This is an optimization exercise on Yosys and OpenROAD, whose aim is small area and a short achievable clock period, not a production implementation. Function not checked in this run: the RTL went through the layout flow alone.

## design/flow/design.v

```verilog
module enter0(input wire [3:0] i, output wire [4:0] o);
wire w_new_n10;
wire w_new_n11;
wire w_new_n12;
wire w_new_n13;
wire w_new_n14;
wire w_new_n15;
wire w_new_n17;
wire w_new_n18;
wire w_new_n19;
wire w_new_n20;
wire w_new_n22;
wire w_new_n24;
assign w_new_n10 = (~i[3]);
assign w_new_n11 = (i[1]) | (w_new_n10);
assign w_new_n12 = (~i[2]);
assign w_new_n13 = (~w_new_n12) | (~w_new_n10) | (~i[1]);
assign w_new_n14 = (~i[0]);
assign w_new_n15 = (~w_new_n14) | (~i[2]);
assign o[0] = (~w_new_n11) | (~w_new_n13) | (~w_new_n15);
assign w_new_n17 = (~w_new_n10) | (~i[1]);
assign w_new_n18 = (~w_new_n17) | (~w_new_n12);
assign w_new_n19 = (~w_new_n18) | (~w_new_n14);
assign w_new_n20 = (~w_new_n17) | (~i[0]) | (~w_new_n12);
assign o[1] = (~w_new_n19) | (~w_new_n20);
assign w_new_n22 = (~w_new_n14) | (~w_new_n10) | (~i[1]);
assign o[2] = (~w_new_n10&~w_new_n15) | (~w_new_n22);
assign w_new_n24 = (~i[0]&~w_new_n12);
assign o[3] = (~i[1]&~w_new_n24) | (~w_new_n22);
assign o[4] = (~i[1]&~w_new_n14&~w_new_n12);
endmodule
module step0(input wire [3:0] i, output wire [3:0] o);
wire w_new_n10;
wire w_new_n11;
wire w_new_n12;
wire w_new_n13;
wire w_new_n14;
wire w_new_n15;
wire w_new_n17;
wire w_new_n18;
wire w_new_n9;
assign w_new_n9 = (~i[0]);
assign w_new_n10 = (~w_new_n9) | (~i[2]);
assign w_new_n11 = (~i[2]);
assign w_new_n12 = (~w_new_n11) | (~i[1]);
assign w_new_n13 = (~w_new_n10) | (~w_new_n12) | (~i[3]);
assign w_new_n14 = (~i[3]);
assign w_new_n15 = (~w_new_n14) | (~i[1]);
assign o[0] = (~w_new_n13) | (~w_new_n15);
assign w_new_n17 = (~w_new_n15) | (~i[0]);
assign w_new_n18 = (~w_new_n9) | (~w_new_n14) | (~i[1]);
assign o[1] = (~w_new_n17) | (~w_new_n18) | (~w_new_n11);
assign o[2] = (~w_new_n11&~w_new_n14) | (~w_new_n18);
assign o[3] = (~i[0]&~i[3]) | (~i[1]);
endmodule
module enter1(input wire [4:0] i, output wire [4:0] o);
wire w_new_n11;
wire w_new_n12;
wire w_new_n13;
wire w_new_n14;
wire w_new_n15;
wire w_new_n16;
wire w_new_n17;
wire w_new_n18;
wire w_new_n19;
wire w_new_n20;
wire w_new_n21;
wire w_new_n22;
wire w_new_n23;
wire w_new_n25;
wire w_new_n26;
wire w_new_n27;
wire w_new_n28;
wire w_new_n29;
wire w_new_n31;
wire w_new_n32;
wire w_new_n33;
wire w_new_n34;
wire w_new_n35;
wire w_new_n36;
wire w_new_n38;
wire w_new_n39;
wire w_new_n40;
wire w_new_n41;
wire w_new_n42;
assign w_new_n11 = (~i[2]);
assign w_new_n12 = (~w_new_n11) | (~i[0]);
assign w_new_n13 = (~i[4]);
assign w_new_n14 = (~w_new_n13) | (~i[1]);
assign w_new_n15 = (~w_new_n12) | (~w_new_n14);
assign w_new_n16 = (~i[3]);
assign w_new_n17 = (~i[1]);
assign w_new_n18 = (~w_new_n17) | (~i[4]);
assign w_new_n19 = (~w_new_n15) | (~w_new_n16) | (~w_new_n18);
assign w_new_n20 = (~i[0]&~w_new_n11);
assign w_new_n21 = (~i[4]&~w_new_n20) | (~i[3]);
assign w_new_n22 = (~w_new_n18);
assign w_new_n23 = (~w_new_n22) | (~w_new_n12);
assign o[0] = (~w_new_n19) | (~w_new_n21) | (~w_new_n23);
assign w_new_n25 = (~i[4]&~w_new_n16);
assign w_new_n26 = (~w_new_n20&~w_new_n25) | (~w_new_n18&~w_new_n25);
assign w_new_n27 = (~i[0]);
assign w_new_n28 = (~w_new_n27) | (~i[2]);
assign w_new_n29 = (~w_new_n22) | (~w_new_n28);
assign o[1] = (~w_new_n26) | (~w_new_n12) | (~w_new_n29);
assign w_new_n31 = (~i[2]&~w_new_n27);
assign w_new_n32 = (~w_new_n31&~i[3]) | (~w_new_n14&~i[3]);
assign w_new_n33 = (~w_new_n29) | (~w_new_n12);
assign w_new_n34 = (~w_new_n32) | (~w_new_n33);
assign w_new_n35 = (~i[1]&~i[2]);
assign w_new_n36 = (~w_new_n35&~w_new_n20) | (~w_new_n25);
assign o[2] = (~w_new_n34) | (~w_new_n36);
assign w_new_n38 = (~w_new_n35&~w_new_n22) | (~i[0]);
assign w_new_n39 = (~i[2]) | (~i[3]);
assign w_new_n40 = (~w_new_n12) | (~i[1]) | (~w_new_n39);
assign w_new_n41 = (~i[0]&~i[2]);
assign w_new_n42 = (~i[3]&~i[4]) | (~w_new_n41);
assign o[3] = (~w_new_n38) | (~w_new_n40) | (~w_new_n42);
assign o[4] = (i[3]) | (w_new_n35) | (w_new_n41);
endmodule
module step1(input wire [3:0] i, output wire [3:0] o);
wire w_new_n10;
wire w_new_n11;
wire w_new_n13;
wire w_new_n14;
wire w_new_n15;
wire w_new_n9;
assign w_new_n9 = (i[1]) | (i[3]);
assign w_new_n10 = (~i[2]);
assign w_new_n11 = (~i[1]) | (~i[3]);
assign o[0] = (~w_new_n9) | (~w_new_n10) | (~w_new_n11);
assign w_new_n13 = (~i[0]);
assign w_new_n14 = (~w_new_n13) | (~i[1]) | (~i[3]);
assign w_new_n15 = (~w_new_n11) | (~i[0]);
assign o[1] = (~w_new_n14) | (~w_new_n15) | (~w_new_n10);
assign o[2] = (~w_new_n10&~i[3]) | (~w_new_n14);
assign o[3] = (~i[1]&~i[2]) | (~w_new_n14);
endmodule
module enter2(input wire [3:0] i, output wire [4:0] o);
wire w_new_n10;
wire w_new_n11;
wire w_new_n12;
wire w_new_n13;
wire w_new_n14;
wire w_new_n15;
wire w_new_n16;
wire w_new_n18;
wire w_new_n19;
wire w_new_n20;
wire w_new_n21;
wire w_new_n22;
wire w_new_n24;
wire w_new_n25;
wire w_new_n26;
wire w_new_n28;
wire w_new_n29;
wire w_new_n30;
wire w_new_n32;
assign w_new_n10 = (~i[1]);
assign w_new_n11 = (~i[3]&~w_new_n10);
assign w_new_n12 = (~i[0]) | (~i[2]);
assign w_new_n13 = (~w_new_n12) | (~w_new_n10) | (~i[3]);
assign w_new_n14 = (~w_new_n12);
assign w_new_n15 = (~w_new_n10) | (~i[3]);
assign w_new_n16 = (~w_new_n14) | (~w_new_n15);
assign o[0] = (w_new_n11) | (~w_new_n13) | (~w_new_n16);
assign w_new_n18 = (~i[0]);
assign w_new_n19 = (~i[2]);
assign w_new_n20 = (~w_new_n18) | (~w_new_n19);
assign w_new_n21 = (~w_new_n20) | (~w_new_n10) | (~i[3]);
assign w_new_n22 = (~w_new_n15) | (~w_new_n18) | (~w_new_n19);
assign o[1] = (~w_new_n21) | (~w_new_n22) | (~w_new_n12);
assign w_new_n24 = (~w_new_n11) | (~w_new_n14);
assign w_new_n25 = (~w_new_n24) | (~w_new_n13);
assign w_new_n26 = (~w_new_n25) | (~w_new_n20);
assign o[2] = (~w_new_n26);
assign w_new_n28 = (~w_new_n10&~w_new_n12);
assign w_new_n29 = (~w_new_n12) | (~w_new_n10);
assign w_new_n30 = (~w_new_n20&~w_new_n29) | (~i[3]&~w_new_n29);
assign o[3] = (~w_new_n28&~w_new_n30);
assign w_new_n32 = (~w_new_n18&~w_new_n10) | (~i[2]);
assign o[4] = (~w_new_n32);
endmodule
module enter3(input wire [3:0] i, output wire [4:0] o);
wire w_new_n10;
wire w_new_n11;
wire w_new_n12;
wire w_new_n13;
wire w_new_n14;
wire w_new_n15;
wire w_new_n16;
wire w_new_n18;
wire w_new_n19;
wire w_new_n20;
wire w_new_n21;
wire w_new_n22;
wire w_new_n23;
wire w_new_n25;
wire w_new_n26;
wire w_new_n27;
wire w_new_n28;
wire w_new_n29;
wire w_new_n30;
wire w_new_n31;
wire w_new_n33;
wire w_new_n34;
wire w_new_n35;
assign w_new_n10 = (~i[0]) | (~i[2]);
assign w_new_n11 = (~w_new_n10) | (~i[3]);
assign w_new_n12 = (~w_new_n11) | (~i[1]);
assign w_new_n13 = (~i[2]);
assign w_new_n14 = (i[3]) | (w_new_n13);
assign w_new_n15 = (~i[1]);
assign w_new_n16 = (~w_new_n15) | (~w_new_n13) | (~i[3]);
assign o[0] = (~w_new_n12) | (~w_new_n14) | (~w_new_n16);
assign w_new_n18 = (~w_new_n15) | (~i[3]);
assign w_new_n19 = (~w_new_n18) | (~w_new_n13);
assign w_new_n20 = (~w_new_n15) | (~i[2]);
assign w_new_n21 = (~i[0]);
assign w_new_n22 = (~w_new_n20) | (~w_new_n21);
assign w_new_n23 = (~w_new_n19) | (~w_new_n22);
assign o[1] = (~i[0]&~w_new_n19) | (~w_new_n23);
assign w_new_n25 = (~i[3]&~w_new_n15);
assign w_new_n26 = (~w_new_n10);
assign w_new_n27 = (~w_new_n25) | (~w_new_n26);
assign w_new_n28 = (~w_new_n10) | (~w_new_n15) | (~i[3]);
assign w_new_n29 = (~w_new_n27) | (~w_new_n28);
assign w_new_n30 = (~w_new_n21) | (~w_new_n13);
assign w_new_n31 = (~w_new_n29) | (~w_new_n30);
assign o[2] = (~w_new_n31);
assign w_new_n33 = (~w_new_n15&~w_new_n10);
assign w_new_n34 = (~w_new_n10) | (~w_new_n15);
assign w_new_n35 = (~w_new_n30&~w_new_n34) | (~i[3]&~w_new_n34);
assign o[3] = (~w_new_n33&~w_new_n35);
assign o[4] = (~i[0]&~w_new_n13) | (~i[1]&~w_new_n13);
endmodule
module out0(input wire [2:0] i, output wire [2:0] o);
wire w_new_n7;
wire w_new_n9;
assign w_new_n7 = (~i[0]);
assign o[0] = (~i[2]&~w_new_n7);
assign w_new_n9 = (~i[1]);
assign o[1] = (~i[2]&~w_new_n9);
assign o[2] = (i[2]);
endmodule
module hex_to_dec(
    input wire clk_25MHz,
    input wire [31: 0]hex,
    output wire [31: 0]dec
);
reg s0_h;
reg s0_r0;
reg s0_r1;
reg s0_r2;
reg s1_h;
reg s1_r0;
reg s1_r1;
reg s1_r2;
reg s2_h;
reg s2_r0;
reg s2_r1;
reg s2_r2;
reg s3_h;
reg s3_r0;
reg s3_r1;
reg s3_r2;
reg s4_0;
reg s_x12;
reg s_x11;
reg s_x10;
reg s_x9;
reg s_x8;
reg s_x7;
reg s_x6;
reg s_x5;
reg s_x4;
reg s_x3;
reg s_x2;
reg s_x1;
reg s_x0;
wire [4:0] n1;
enter0 u1(.i({hex[23],hex[26],hex[25],hex[24]}), .o(n1));
wire [3:0] n2;
step0 u2(.i({hex[22],n1[2],n1[1],n1[0]}), .o(n2));
wire [3:0] n3;
step0 u3(.i({hex[21],n2[2],n2[1],n2[0]}), .o(n3));
wire [3:0] n4;
step0 u4(.i({hex[20],n3[2],n3[1],n3[0]}), .o(n4));
wire [3:0] n5;
step0 u5(.i({hex[19],n4[2],n4[1],n4[0]}), .o(n5));
wire [4:0] n6;
enter1 u6(.i({n4[3],n1[4],n1[3],n2[3],n3[3]}), .o(n6));
wire [3:0] n7;
step0 u7(.i({hex[18],n5[2],n5[1],n5[0]}), .o(n7));
wire [3:0] n8;
step1 u8(.i({n5[3],n6[2],n6[1],n6[0]}), .o(n8));
wire [3:0] n9;
step0 u9(.i({hex[17],n7[2],n7[1],n7[0]}), .o(n9));
wire [3:0] n10;
step1 u10(.i({n7[3],n8[2],n8[1],n8[0]}), .o(n10));
wire [3:0] n11;
step0 u11(.i({hex[16],n9[2],n9[1],n9[0]}), .o(n11));
wire [3:0] n12;
step1 u12(.i({n9[3],n10[2],n10[1],n10[0]}), .o(n12));
wire [4:0] n13;
enter2 u13(.i({n10[3],n6[4],n6[3],n8[3]}), .o(n13));
wire [3:0] n14;
step0 u14(.i({hex[15],n11[2],n11[1],n11[0]}), .o(n14));
wire [3:0] n15;
step1 u15(.i({n11[3],n12[2],n12[1],n12[0]}), .o(n15));
wire [3:0] n16;
step1 u16(.i({n12[3],n13[2],n13[1],n13[0]}), .o(n16));
wire [3:0] n17;
step0 u17(.i({hex[14],n14[2],n14[1],n14[0]}), .o(n17));
wire [3:0] n18;
step1 u18(.i({n14[3],n15[2],n15[1],n15[0]}), .o(n18));
wire [3:0] n19;
step1 u19(.i({n15[3],n16[2],n16[1],n16[0]}), .o(n19));
wire [3:0] n20;
step0 u20(.i({hex[13],n17[2],n17[1],n17[0]}), .o(n20));
wire [3:0] n21;
step1 u21(.i({n17[3],n18[2],n18[1],n18[0]}), .o(n21));
wire [3:0] n22;
step1 u22(.i({n18[3],n19[2],n19[1],n19[0]}), .o(n22));
wire [4:0] n23;
enter3 u23(.i({n19[3],n13[4],n13[3],n16[3]}), .o(n23));
wire [3:0] n24;
step0 u24(.i({s_x12,s0_r2,s0_r1,s0_r0}), .o(n24));
wire [3:0] n25;
step1 u25(.i({s0_h,s1_r2,s1_r1,s1_r0}), .o(n25));
wire [3:0] n26;
step1 u26(.i({s1_h,s2_r2,s2_r1,s2_r0}), .o(n26));
wire [3:0] n27;
step1 u27(.i({s2_h,s3_r2,s3_r1,s3_r0}), .o(n27));
wire [3:0] n28;
step0 u28(.i({s_x11,n24[2],n24[1],n24[0]}), .o(n28));
wire [3:0] n29;
step1 u29(.i({n24[3],n25[2],n25[1],n25[0]}), .o(n29));
wire [3:0] n30;
step1 u30(.i({n25[3],n26[2],n26[1],n26[0]}), .o(n30));
wire [3:0] n31;
step1 u31(.i({n26[3],n27[2],n27[1],n27[0]}), .o(n31));
wire [3:0] n32;
step0 u32(.i({s_x10,n28[2],n28[1],n28[0]}), .o(n32));
wire [3:0] n33;
step1 u33(.i({n28[3],n29[2],n29[1],n29[0]}), .o(n33));
wire [3:0] n34;
step1 u34(.i({n29[3],n30[2],n30[1],n30[0]}), .o(n34));
wire [3:0] n35;
step1 u35(.i({n30[3],n31[2],n31[1],n31[0]}), .o(n35));
wire [3:0] n36;
step0 u36(.i({s_x9,n32[2],n32[1],n32[0]}), .o(n36));
wire [3:0] n37;
step1 u37(.i({n32[3],n33[2],n33[1],n33[0]}), .o(n37));
wire [3:0] n38;
step1 u38(.i({n33[3],n34[2],n34[1],n34[0]}), .o(n38));
wire [3:0] n39;
step1 u39(.i({n34[3],n35[2],n35[1],n35[0]}), .o(n39));
wire [4:0] n40;
enter1 u40(.i({n35[3],s4_0,s3_h,n27[3],n31[3]}), .o(n40));
wire [3:0] n41;
step0 u41(.i({s_x8,n36[2],n36[1],n36[0]}), .o(n41));
wire [3:0] n42;
step1 u42(.i({n36[3],n37[2],n37[1],n37[0]}), .o(n42));
wire [3:0] n43;
step1 u43(.i({n37[3],n38[2],n38[1],n38[0]}), .o(n43));
wire [3:0] n44;
step1 u44(.i({n38[3],n39[2],n39[1],n39[0]}), .o(n44));
wire [3:0] n45;
step1 u45(.i({n39[3],n40[2],n40[1],n40[0]}), .o(n45));
wire [3:0] n46;
step0 u46(.i({s_x7,n41[2],n41[1],n41[0]}), .o(n46));
wire [3:0] n47;
step1 u47(.i({n41[3],n42[2],n42[1],n42[0]}), .o(n47));
wire [3:0] n48;
step1 u48(.i({n42[3],n43[2],n43[1],n43[0]}), .o(n48));
wire [3:0] n49;
step1 u49(.i({n43[3],n44[2],n44[1],n44[0]}), .o(n49));
wire [3:0] n50;
step1 u50(.i({n44[3],n45[2],n45[1],n45[0]}), .o(n50));
wire [3:0] n51;
step0 u51(.i({s_x6,n46[2],n46[1],n46[0]}), .o(n51));
wire [3:0] n52;
step1 u52(.i({n46[3],n47[2],n47[1],n47[0]}), .o(n52));
wire [3:0] n53;
step1 u53(.i({n47[3],n48[2],n48[1],n48[0]}), .o(n53));
wire [3:0] n54;
step1 u54(.i({n48[3],n49[2],n49[1],n49[0]}), .o(n54));
wire [3:0] n55;
step1 u55(.i({n49[3],n50[2],n50[1],n50[0]}), .o(n55));
wire [4:0] n56;
enter2 u56(.i({n50[3],n40[4],n40[3],n45[3]}), .o(n56));
wire [3:0] n57;
step0 u57(.i({s_x5,n51[2],n51[1],n51[0]}), .o(n57));
wire [3:0] n58;
step1 u58(.i({n51[3],n52[2],n52[1],n52[0]}), .o(n58));
wire [3:0] n59;
step1 u59(.i({n52[3],n53[2],n53[1],n53[0]}), .o(n59));
wire [3:0] n60;
step1 u60(.i({n53[3],n54[2],n54[1],n54[0]}), .o(n60));
wire [3:0] n61;
step1 u61(.i({n54[3],n55[2],n55[1],n55[0]}), .o(n61));
wire [3:0] n62;
step1 u62(.i({n55[3],n56[2],n56[1],n56[0]}), .o(n62));
wire [3:0] n63;
step0 u63(.i({s_x4,n57[2],n57[1],n57[0]}), .o(n63));
wire [3:0] n64;
step1 u64(.i({n57[3],n58[2],n58[1],n58[0]}), .o(n64));
wire [3:0] n65;
step1 u65(.i({n58[3],n59[2],n59[1],n59[0]}), .o(n65));
wire [3:0] n66;
step1 u66(.i({n59[3],n60[2],n60[1],n60[0]}), .o(n66));
wire [3:0] n67;
step1 u67(.i({n60[3],n61[2],n61[1],n61[0]}), .o(n67));
wire [3:0] n68;
step1 u68(.i({n61[3],n62[2],n62[1],n62[0]}), .o(n68));
wire [3:0] n69;
step0 u69(.i({s_x3,n63[2],n63[1],n63[0]}), .o(n69));
wire [3:0] n70;
step1 u70(.i({n63[3],n64[2],n64[1],n64[0]}), .o(n70));
wire [3:0] n71;
step1 u71(.i({n64[3],n65[2],n65[1],n65[0]}), .o(n71));
wire [3:0] n72;
step1 u72(.i({n65[3],n66[2],n66[1],n66[0]}), .o(n72));
wire [3:0] n73;
step1 u73(.i({n66[3],n67[2],n67[1],n67[0]}), .o(n73));
wire [3:0] n74;
step1 u74(.i({n67[3],n68[2],n68[1],n68[0]}), .o(n74));
wire [4:0] n75;
enter3 u75(.i({n68[3],n56[4],n56[3],n62[3]}), .o(n75));
wire [3:0] n76;
step0 u76(.i({s_x2,n69[2],n69[1],n69[0]}), .o(n76));
wire [3:0] n77;
step1 u77(.i({n69[3],n70[2],n70[1],n70[0]}), .o(n77));
wire [3:0] n78;
step1 u78(.i({n70[3],n71[2],n71[1],n71[0]}), .o(n78));
wire [3:0] n79;
step1 u79(.i({n71[3],n72[2],n72[1],n72[0]}), .o(n79));
wire [3:0] n80;
step1 u80(.i({n72[3],n73[2],n73[1],n73[0]}), .o(n80));
wire [3:0] n81;
step1 u81(.i({n73[3],n74[2],n74[1],n74[0]}), .o(n81));
wire [3:0] n82;
step1 u82(.i({n74[3],n75[2],n75[1],n75[0]}), .o(n82));
wire [3:0] n83;
step0 u83(.i({s_x1,n76[2],n76[1],n76[0]}), .o(n83));
wire [3:0] n84;
step1 u84(.i({n76[3],n77[2],n77[1],n77[0]}), .o(n84));
wire [3:0] n85;
step1 u85(.i({n77[3],n78[2],n78[1],n78[0]}), .o(n85));
wire [3:0] n86;
step1 u86(.i({n78[3],n79[2],n79[1],n79[0]}), .o(n86));
wire [3:0] n87;
step1 u87(.i({n79[3],n80[2],n80[1],n80[0]}), .o(n87));
wire [3:0] n88;
step1 u88(.i({n80[3],n81[2],n81[1],n81[0]}), .o(n88));
wire [3:0] n89;
step1 u89(.i({n81[3],n82[2],n82[1],n82[0]}), .o(n89));
wire [2:0] n90;
out0 u90(.i({n83[2],n83[1],n83[0]}), .o(n90));
wire [2:0] n91;
out0 u91(.i({n84[2],n84[1],n84[0]}), .o(n91));
wire [2:0] n92;
out0 u92(.i({n85[2],n85[1],n85[0]}), .o(n92));
wire [2:0] n93;
out0 u93(.i({n86[2],n86[1],n86[0]}), .o(n93));
wire [2:0] n94;
out0 u94(.i({n87[2],n87[1],n87[0]}), .o(n94));
wire [2:0] n95;
out0 u95(.i({n88[2],n88[1],n88[0]}), .o(n95));
wire [2:0] n96;
out0 u96(.i({n89[2],n89[1],n89[0]}), .o(n96));
always @(posedge clk_25MHz) begin
    s0_h <= n20[3];
    s0_r0 <= n20[0];
    s0_r1 <= n20[1];
    s0_r2 <= n20[2];
    s1_h <= n21[3];
    s1_r0 <= n21[0];
    s1_r1 <= n21[1];
    s1_r2 <= n21[2];
    s2_h <= n22[3];
    s2_r0 <= n22[0];
    s2_r1 <= n22[1];
    s2_r2 <= n22[2];
    s3_h <= n23[3];
    s3_r0 <= n23[0];
    s3_r1 <= n23[1];
    s3_r2 <= n23[2];
    s4_0 <= n23[4];
    s_x12 <= hex[12];
    s_x11 <= hex[11];
    s_x10 <= hex[10];
    s_x9 <= hex[9];
    s_x8 <= hex[8];
    s_x7 <= hex[7];
    s_x6 <= hex[6];
    s_x5 <= hex[5];
    s_x4 <= hex[4];
    s_x3 <= hex[3];
    s_x2 <= hex[2];
    s_x1 <= hex[1];
    s_x0 <= hex[0];
end
assign dec = {{n75[4],~n75[3],~n82[3],~n89[3]}, {n96[2],n96[1],n96[0],~n88[3]}, {n95[2],n95[1],n95[0],~n87[3]}, {n94[2],n94[1],n94[0],~n86[3]}, {n93[2],n93[1],n93[0],~n85[3]}, {n92[2],n92[1],n92[0],~n84[3]}, {n91[2],n91[1],n91[0],~n83[3]}, {n90[2],n90[1],n90[0],s_x0}};
endmodule
```

## design/flow/run.sh

```bash
#!/bin/bash
# synth_recipe.tcl (not shown) runs the flow's synth.tcl, then flattens the netlist and writes it again
# the make line also repeats each setting of config.mk as NAME=value (left out here)
make -C /OpenROAD-flow-scripts/flow DESIGN_CONFIG=/design/flow/config.mk WORK_HOME=/design/flow/orfs CLKGATE_MAP_FILE= SYNTH_SCRIPT=/design/flow/synth_recipe.tcl finish
```

## design/flow/config.mk

```make
export PLATFORM = sky130hd
export DESIGN_NAME = hex_to_dec
export DESIGN_NICKNAME = hex_to_dec
export VERILOG_FILES = /design/flow/design.v
export SDC_FILE = /design/flow/constraint.sdc
export NUM_CORES = 4
export LEC_CHECK = 0
export ABC_AREA = 1
export CAP_MARGIN = 20
export CORE_MARGIN = 2
export CORE_UTILIZATION = 40
export SLEW_MARGIN = 20
export SYNTH_HIERARCHICAL = 1
export SYNTH_MINIMUM_KEEP_SIZE = 0
```

## design/flow/constraint.sdc

```tcl
create_clock -name core_clock -period 75.0 [get_ports {clk_25MHz}]
set_input_delay 15.0000 -clock core_clock [delete_from_list [all_inputs] [get_ports {clk_25MHz}]]
set_output_delay 15.0000 -clock core_clock [all_outputs]
set_load 0.01 [all_outputs]
```

==> results.txt <==
Final Cycle Share=0.277; Setup-failing EPs final=0; chip width=123 um; Yosys warning count=7; FF+latch count, synth=30; Critical Path RT=60.00 ns; Yosys top cell area share=0.235; # DRC=0; prevailing post-synth register cell=dfxtp_1; Worst Slack Setup Final=54.20 ns; Final Hold Vio Count=0; CP top delay family=compound AO/OA/AOI/OAI gates; status=finished clean; DR iter-0 viols=209; final core occ=0.474; crit-path max FO=5; post-DR wirelength/cell=7.64 um; Slew Limit Fails=0; Worst-path clk slew=0.05 ns; unrepaired setup endpoints after global routing=no; initial antenna violation count=0; crit path launch type=flop; nets=1313; root buf cell=clkbuf_16; area post-placement=6460 sq um; Synth Net Count=1255; Initial Util=0.410; vias in the first global route=5724; cell mode on critical path=o21ai_0; first-pass GRT wire length=20.9 mm; DP Worst Slack=54.44 ns; Detail Route Antenna Nets=0; crit path DAT=5.80 ns; Setup crit end kind=primary output; hold_buf cts=0; Crit path buffers/inverters=10; Setup Crit Path Kind=reg2out; vias=6831; num ports=65; Die Y=123 um; Clock Path Buffers=2; Post-Synthesis Cells=1222; max cap viols=0; Worst-Margin Slew=0.725 ns; post-route insts no fill=1460; Area contributors post-synth=nand2_1 (23%), nand3_1 (19%), inv_1 (14%), o21ai_0 (13%), dfxtp_1 (11%); headroom to the max-slew limit=0.513; Min-Delay Path Class=in2reg; routed wire length=11.2 mm; Max stage delay on crit path=0.59 ns; Final GP Congestion=0.784; fin area=6600 sq um; Tmin final=20.80 ns; via density per instance=4.68; Resized cells post-CTS=0; CTS Buf Count=5; CTS H-tree depth=2; Antenna diodes=0; PortBufs=59; CTS sink cnt=30; die area=15200 sq um; hpwl dp=9.73 mm; Core Area=13900 sq um; synth unique cells=19; layout cells sized above 1=0.0547; asr flop ratio synth=0; dominant cell type by area after synthesis=nand2_1; Avg Cell Area, Syn=4.67 sq um; pin count of the biggest net entering global routing=10; Synth Cell Area=5710 sq um; drt pass-1 iters=5; Max Clock Freq=0.0481 GHz; EDFF count, synth=0; row cnt=43; Cells after DPL=1453; CP max stage cell=clkdlybuf4s50_1; sequential share of the synthesized area=0.105; postcts setup bufs=0; Final TNS setup=0 ns; All-Layer GR Usage=0.153; Congestion Overflow GR=0; area added between synthesis and finish=15.6%; CTS tree=yes
[per-layer routing]
metal | global-route usage | share of wire
met2 | 0.280 | 0.46
met3 | 0.00830 | 0.012
met4 | 0.0277 | 0.0078
met1 | 0.200 | 0.52
met5 | 0 | 0
[per-module statistics from Yosys (local to each module, per instance)]
module | flip-flops and latches | copies in the design | cells
enter0 | 0 | 1 | 17
enter1 | 0 | 2 | 40
enter2 | 0 | 2 | 24
enter3 | 0 | 2 | 28
hex_to_dec | 30 | 1 | 40
out0 | 0 | 7 | 5
step0 | 0 | 22 | 13
step1 | 0 | 60 | 11
[cells in the mapped netlist, types with 2 or more instances]
library cell and count:
a21oi_1 4, nand4_1 2, nor2_2 6, nand3_1 213
nand2_2 28, nand2_1 357, inv_2 27, a21boi_0 2
nor2_1 151, buf_4 8, inv_1 219, o21ai_1 22
o21bai_1 2, o21ai_0 147, dfxtp_1 30
[metrics by stage]
step | hold WS, ns
after detailed placement | 15.45
after global routing | 15.16
final | 15.17
after global placement | 15.45
after CTS | 15.16
after floorplan | 15.03
[placed cells by master, fill, tap and decap left out, types with 2 or more instances in the layout]
cell type and count:
nand3_1 213, nor2_2 6, o21ai_0 147, o21ai_1 22, a21boi_0 2, clkdlybuf4s50_1 59
inv_2 27, inv_1 219, nand2_1 357, nor2_1 151, clkbuf_16 5, nand2_2 28
o21bai_1 2, a21oi_1 4, clkinv_2 2, dfxtp_1 30, nand4_1 2
[worst paths after layout]
check           from      endpoint  slack (ns)  depth (start not counted)
max    s1_r1$_DFF_P_       dec[19]       54.20                         28
min           hex[2]  s_x2$_DFF_P_       15.17                          1
[logic make-up after synthesis]
| kind of cell | after synthesis | share of synthesized area |
|---|---|---|
| and+or+nand+nor | 760 | 0.564 |
| buffers and inverters | 254 | 0.172 |
| AOI/OAI and AO/OA | 178 | 0.158 |
| DFF | 30 | 0.105 |
[cell type report]
class,count,area (sq um)
Timing Repair Buffer,59,591
Inverter,246,923
Clock buffer,5,125
Clock inverter,2,10.0
Fill cell,1516,7340
Sequential cell,30,601
Tap cell,180,225
Multi-Input combinational cell,938,4120

==> separate check: timing with driven ports <==
In the flow no input, the clock included, has a driving cell. The finished layout below was timed again as built, in two steps.
Step 1 sets driving cells, clkbuf_16 on the clock port and buf_2 on the other inputs (assumed; they add their load-dependent delay and slew).
Step 2 times the ports against the registers' clock, not the clock port: input delays grow and output delays shrink by t, the midpoint of the rising clock arrivals with the driver on.
Three values: ideal ports, drivers, drivers and shift; two values: the first two.
shift t [ns]: 0.303
setup slack, ns: 54.199 / 54.165 / 54.468
slew at the worst register clock pin (ns): 0.05 / 0.05
worst slew at a driven data input, ns: 0.04
After both steps this run still meets setup and hold. For this run, drivers alone change the setup slack by -0.034 ns; drivers and shift together by +0.269 ns.
